Context: an optimization exercise on an open-source flow, tuned for small area. The choices shown serve that exercise and are no tape-out recipe. RTL that was checked went through simulation tests only; none was proved equivalent to the original. No activity file was given, so power comes from the tool's default toggle rates.

==> flow/design.v (excerpt) <==
module adder_tree (
    input           clk,
    input           rst_n,
    input  [127:0]  s_axis_din_data,
    input           s_axis_din_valid,
    output          s_axis_din_ready,
    output [11:0]   m_axis_dout_data,
    output          m_axis_dout_valid,
    input           m_axis_dout_ready
);
    reg  vld;
    wire ld = ~vld | m_axis_dout_ready;
    assign s_axis_din_ready  = ld;
    assign m_axis_dout_valid = vld;
    always @(posedge clk)
        if (~rst_n) vld <= 1'b0;
        else if (ld) vld <= s_axis_din_valid;
    wire s1;
    wire c2;
    wire s3;
    wire c4;
    wire s5;
    wire c6;
    wire s7;
    wire c8;
    wire s9;
    wire c10;
    wire s11;
    wire c12;
    wire s13;
    wire c14;
    wire s15;
    wire c16;
    wire s17;
    wire c18;
    wire s19;
    wire c20;
    wire s21;
    wire c22;
    wire s23;
    wire c24;
    wire s25;
    wire c26;
    wire s27;
    wire c28;
  ...
==> flow/config.mk <==
export PLATFORM = sky130hd
export DESIGN_NAME = adder_tree
export DESIGN_NICKNAME = adder_tree
export VERILOG_FILES = /design/flow/design.v
export SDC_FILE = /design/flow/constraint.sdc
export NUM_CORES = 4
export LEC_CHECK = 0
export CAP_MARGIN = 20
export CORE_MARGIN = 2
export CORE_UTILIZATION = 65
export SETUP_SLACK_MARGIN = 0.05
export SLEW_MARGIN = 20
export SYNTH_HIERARCHICAL = 1
export SYNTH_MINIMUM_KEEP_SIZE = 0
==> flow/constraint.sdc <==
create_clock -name core_clock -period 3.7 [get_ports {clk}]
set_input_delay 0.7400 -clock core_clock [delete_from_list [all_inputs] [get_ports {clk}]]
set_output_delay 0.7400 -clock core_clock [all_outputs]
set_load 0.01 [all_outputs]
standard.sh (not shown) runs the stock make flow with config.mk's settings and CLKGATE_MAP_FILE= SYNTH_SCRIPT=/design/flow/synth_recipe.tcl, a recipe that flattens the netlist after the stock synthesis.
==> flow/flow/run.sh <==
#!/bin/bash
# Own layout flow: the standard ORFS flow (standard.sh, unchanged
# synthesis), with two layout choices changed:
#  - the port buffers that global placement inserts on every input and output
#    are the smallest buffer, sky130_fd_sc_hd__buf_1, instead of the default
#    pick (a delay cell), and
#  - clock tree synthesis uses small clock buffers and inserts no dummy loads.
# Every tool's full output is kept: make's output in flow_make.log, and each
# ORFS step's log under orfs/logs/.
set -euo pipefail
cd "$(dirname "${BASH_SOURCE[0]}")/.."
CTS_BUFS="${CTS_BUFS:-sky130_fd_sc_hd__clkbuf_4}"
bash standard.sh REMOVE_ABC_BUFFERS=1 \
  "BUFFER_PORTS_ARGS=-buffer_cell sky130_fd_sc_hd__buf_1" \
  "CTS_ARGS=-sink_clustering_enable -repair_clock_nets -dont_use_dummy_load -sink_clustering_size ${CTS_CLUSTER:-10} -buf_list $CTS_BUFS" \
  finish > flow_make.log 2>&1
test -f out/final.def
The first run produced a layout that fails on setup timing.
==> next run, changes <==
--- a/flow/design.v
+++ b/flow/design.v
@@ -242,37 +242,16 @@
     wire s225;
     wire c226;
     wire n227;
     wire s228;
     wire c229;
     wire n230;
     wire s231;
     wire c232;
-    wire s233;
-    wire c234;
-    wire s235;
-    wire c236;
-    wire s237;
-    wire c238;
-    wire s239;
-    wire c240;
-    wire s241;
-    wire c242;
-    wire s243;
-    wire c244;
-    wire s245;
-    wire c246;
-    wire n247;
-    wire s248;
-    wire c249;
-    wire u250;
-    wire u251;
-    wire u252;
-    wire u253;
     reg q0_0;
     reg q1_0;
     reg q2_0;
     reg q3_0;
     reg q3_1;
     reg q4_0;
     reg q4_1;
     reg q5_0;
@@ -424,30 +403,19 @@
     adder_tree_fa u_s220 (.a(c200), .b(c203), .ci(s216), .s(s220), .co(c221));
     assign n222 = ~s218;
     adder_tree_fa u_s223 (.a(n222), .b(c206), .ci(c208), .s(s223), .co(c224));
     adder_tree_fa u_s225 (.a(s220), .b(c210), .ci(s223), .s(s225), .co(c226));
     assign n227 = ~c217;
     adder_tree_fa u_s228 (.a(c214), .b(n227), .ci(c219), .s(s228), .co(c229));
     assign n230 = ~s228;
     adder_tree_fa u_s231 (.a(c221), .b(n230), .ci(c224), .s(s231), .co(c232));
-    adder_tree_ha u_s233 (.a(q3_0), .b(q3_1), .s(s233), .co(c234));
-    adder_tree_fa u_s235 (.a(q4_0), .b(q4_1), .ci(c234), .s(s235), .co(c236));
-    adder_tree_fa u_s237 (.a(q5_0), .b(q5_1), .ci(c236), .s(s237), .co(c238));
-    adder_tree_fa u_s239 (.a(q6_0), .b(q6_1), .ci(c238), .s(s239), .co(c240));
-    adder_tree_fa u_s241 (.a(q7_0), .b(q7_1), .ci(c240), .s(s241), .co(c242));
-    adder_tree_ha u_s243 (.a(q8_0), .b(q8_1), .s(s243), .co(c244));
-    adder_tree_fa u_s245 (.a(q9_0), .b(q9_1), .ci(c244), .s(s245), .co(c246));
-    assign n247 = ~q10_0;
-    adder_tree_fa u_s248 (.a(n247), .b(q10_1), .ci(c246), .s(s248), .co(c249));
-    assign u250 = s243 ^ (c242);
-    assign u251 = s245 ^ (c242 & s243);
-    assign u252 = s248 ^ (c242 & s243 & s245);
-    assign u253 = c249 ^ (c242 & s243 & s245 & s248);
-    assign m_axis_dout_data = {u253, u252, u251, u250, s241, s239, s237, s235, s233, q2_0, q1_0, q0_0} ^ 12'h800;
+    wire [11:0] ra = {1'b0, ~q10_0, q9_0, q8_0, q7_0, q6_0, q5_0, q4_0, q3_0, q2_0, q1_0, q0_0};
+    wire [11:0] rb = {1'b0, q10_1, q9_1, q8_1, q7_1, q6_1, q5_1, q4_1, q3_1, 1'b0, 1'b0, 1'b0};
+    assign m_axis_dout_data = (ra + rb) ^ 12'h800;
 endmodule
 module adder_tree_fa (input a, input b, input ci, output s, output co);
     assign s  = a ^ b ^ ci;
     assign co = (a & b) | (a & ci) | (b & ci);
 endmodule
 module adder_tree_ha (input a, input b, output s, output co);
     assign s  = a ^ b;
     assign co = a & b;
After rerunning: With this change the flow passed the timing, design-rule and antenna checks; total power went down slightly; routed wire length went up by a few percent; setup slack gains 0.21 ns; hold slack gains 0.016 ns; sequential cell count does not change; count of clock-buffer cells in the layout does not change; clock skew went up by 0.013 ns; first-iteration DRC count went up by well over a third; synthesized cell count went up by roughly a tenth; die area went up slightly; final area went up slightly; global-route usage went up by 0.37 points; via count went up by roughly a tenth.
For the first run of this note, only the layout was checked, not whether the RTL still works.


adder_tree, a different RTL version from the one above (not shown whole).
Size in the first run: roughly 170 cells after synthesis, roughly 150 I/O pins.
==> flow/design.v (excerpt) <==
module adder_tree (
    input           clk,
    input           rst_n,
    input  [127:0]  s_axis_din_data,
    input           s_axis_din_valid,
    output          s_axis_din_ready,
    output [11:0]   m_axis_dout_data,
    output          m_axis_dout_valid,
    input           m_axis_dout_ready
);
==> flow/config.mk <==
export PLATFORM = sky130hd
export DESIGN_NAME = adder_tree
export DESIGN_NICKNAME = adder_tree
export VERILOG_FILES = /design/flow/design.v
export SDC_FILE = /design/flow/constraint.sdc
export NUM_CORES = 4
export LEC_CHECK = 0
export CAP_MARGIN = 20
export CORE_MARGIN = 2
export CORE_UTILIZATION = 65
export SETUP_SLACK_MARGIN = 0.05
export SLEW_MARGIN = 20
export SYNTH_HIERARCHICAL = 1
export SYNTH_MINIMUM_KEEP_SIZE = 0
==> flow/constraint.sdc <==
create_clock -name core_clock -period 3.7 [get_ports {clk}]
set_input_delay 0.7400 -clock core_clock [delete_from_list [all_inputs] [get_ports {clk}]]
set_output_delay 0.7400 -clock core_clock [all_outputs]
set_load 0.01 [all_outputs]
Scripts as last shown in full above: flow/flow/run.sh
The first run ran to the end with no violations.
Edit:
--- a/flow/design.v
+++ b/flow/design.v
@@ -262,21 +262,20 @@
     wire s245;
     wire c246;
     wire n247;
     wire s248;
     wire c249;
     wire u250;
     wire u251;
     wire u252;
     wire u253;
     wire u254;
-    wire u255;
     reg q0_0;
     reg q1_0;
     reg q2_0;
     reg q3_0;
     reg q3_1;
     reg q4_0;
     reg q4_1;
     reg q5_0;
     reg q5_1;
     reg q6_0;
@@ -427,32 +426,31 @@
     assign n222 = ~s218;
     adder_tree_fa u_s223 (.a(n222), .b(c206), .ci(c208), .s(s223), .co(c224));
     adder_tree_fa u_s225 (.a(s220), .b(c210), .ci(s223), .s(s225), .co(c226));
     assign n227 = ~c217;
     adder_tree_fa u_s228 (.a(c214), .b(n227), .ci(c219), .s(s228), .co(c229));
     assign n230 = ~s228;
     adder_tree_fa u_s231 (.a(c221), .b(n230), .ci(c224), .s(s231), .co(c232));
     adder_tree_ha u_s233 (.a(q3_0), .b(q3_1), .s(s233), .co(c234));
     adder_tree_fa u_s235 (.a(q4_0), .b(q4_1), .ci(c234), .s(s235), .co(c236));
     adder_tree_fa u_s237 (.a(q5_0), .b(q5_1), .ci(c236), .s(s237), .co(c238));
-    adder_tree_ha u_s239 (.a(q6_0), .b(q6_1), .s(s239), .co(c240));
-    adder_tree_fa u_s241 (.a(q7_0), .b(q7_1), .ci(c240), .s(s241), .co(c242));
+    adder_tree_fa u_s239 (.a(q6_0), .b(q6_1), .ci(c238), .s(s239), .co(c240));
+    adder_tree_ha u_s241 (.a(q7_0), .b(q7_1), .s(s241), .co(c242));
     adder_tree_fa u_s243 (.a(q8_0), .b(q8_1), .ci(c242), .s(s243), .co(c244));
     adder_tree_fa u_s245 (.a(q9_0), .b(q9_1), .ci(c244), .s(s245), .co(c246));
     assign n247 = ~q10_0;
     adder_tree_fa u_s248 (.a(n247), .b(q10_1), .ci(c246), .s(s248), .co(c249));
-    assign u250 = s239 ^ (c238);
-    assign u251 = s241 ^ (c238 & s239);
-    assign u252 = s243 ^ (c238 & s239 & s241);
-    assign u253 = s245 ^ (c238 & s239 & s241 & s243);
-    assign u254 = s248 ^ (c238 & s239 & s241 & s243 & s245);
-    assign u255 = c249 ^ (c238 & s239 & s241 & s243 & s245 & s248);
-    assign m_axis_dout_data = {u255, u254, u253, u252, u251, u250, s237, s235, s233, q2_0, q1_0, q0_0} ^ 12'h800;
+    assign u250 = s241 ^ (c240);
+    assign u251 = s243 ^ (c240 & s241);
+    assign u252 = s245 ^ (c240 & s241 & s243);
+    assign u253 = s248 ^ (c240 & s241 & s243 & s245);
+    assign u254 = c249 ^ (c240 & s241 & s243 & s245 & s248);
+    assign m_axis_dout_data = {u254, u253, u252, u251, u250, s239, s237, s235, s233, q2_0, q1_0, q0_0} ^ 12'h800;
 endmodule
 module adder_tree_fa (input a, input b, input ci, output s, output co);
     assign s  = a ^ b ^ ci;
     assign co = (a & b) | (a & ci) | (b & ci);
 endmodule
 module adder_tree_ha (input a, input b, output s, output co);
     assign s  = a ^ b;
     assign co = a & b;
 endmodule
The changed run finished with timing, DRC and antenna clean.
Clock power goes up by 5.6%.
Worst setup slack gets better by 0.0039 ns.
Area after synthesis goes down by 0.39%.
Combinational power goes up by about 4%.
Global-route usage goes up by 1.5 points.
For the second run of this note, only the layout was checked, not whether the RTL still works.

[re-timing with driven ports]
In the flow no input, the clock included, has a driving cell. The finished layouts below were timed again as built, in two steps. Step 1 assumes that a clkbuf_16 drives the clock port and a buf_2 every other input. Step 2, shift: input delay + t, output delay - t, t = (earliest + latest rising clock arrival at the registers) / 2. This alone moves slack from input paths to output paths. Three values: ideal, step 1, step 2; two values: the first two.
run | t, ns | setup WS [ns] | worst setup path at the end
the first run of note 1 | 0.313 | -0.089 / -0.110 / -0.169 | input to register
the second run of note 1 | 0.317 | 0.122 / 0.116 / -0.200 | input to register
the first run of note 2 | 0.304 | 0.100 / 0.079 / -0.189 | input to register
the second run of note 2 | 0.314 | 0.104 / 0.087 / -0.205 | input to register
Met with ideal ports but missed after step 2: setup timing in the second run of note 1, the first run of note 2 and the second run of note 2. For the second run of note 1, which loses most, drivers alone change the setup slack by -0.006 ns; drivers and shift together by -0.322 ns.
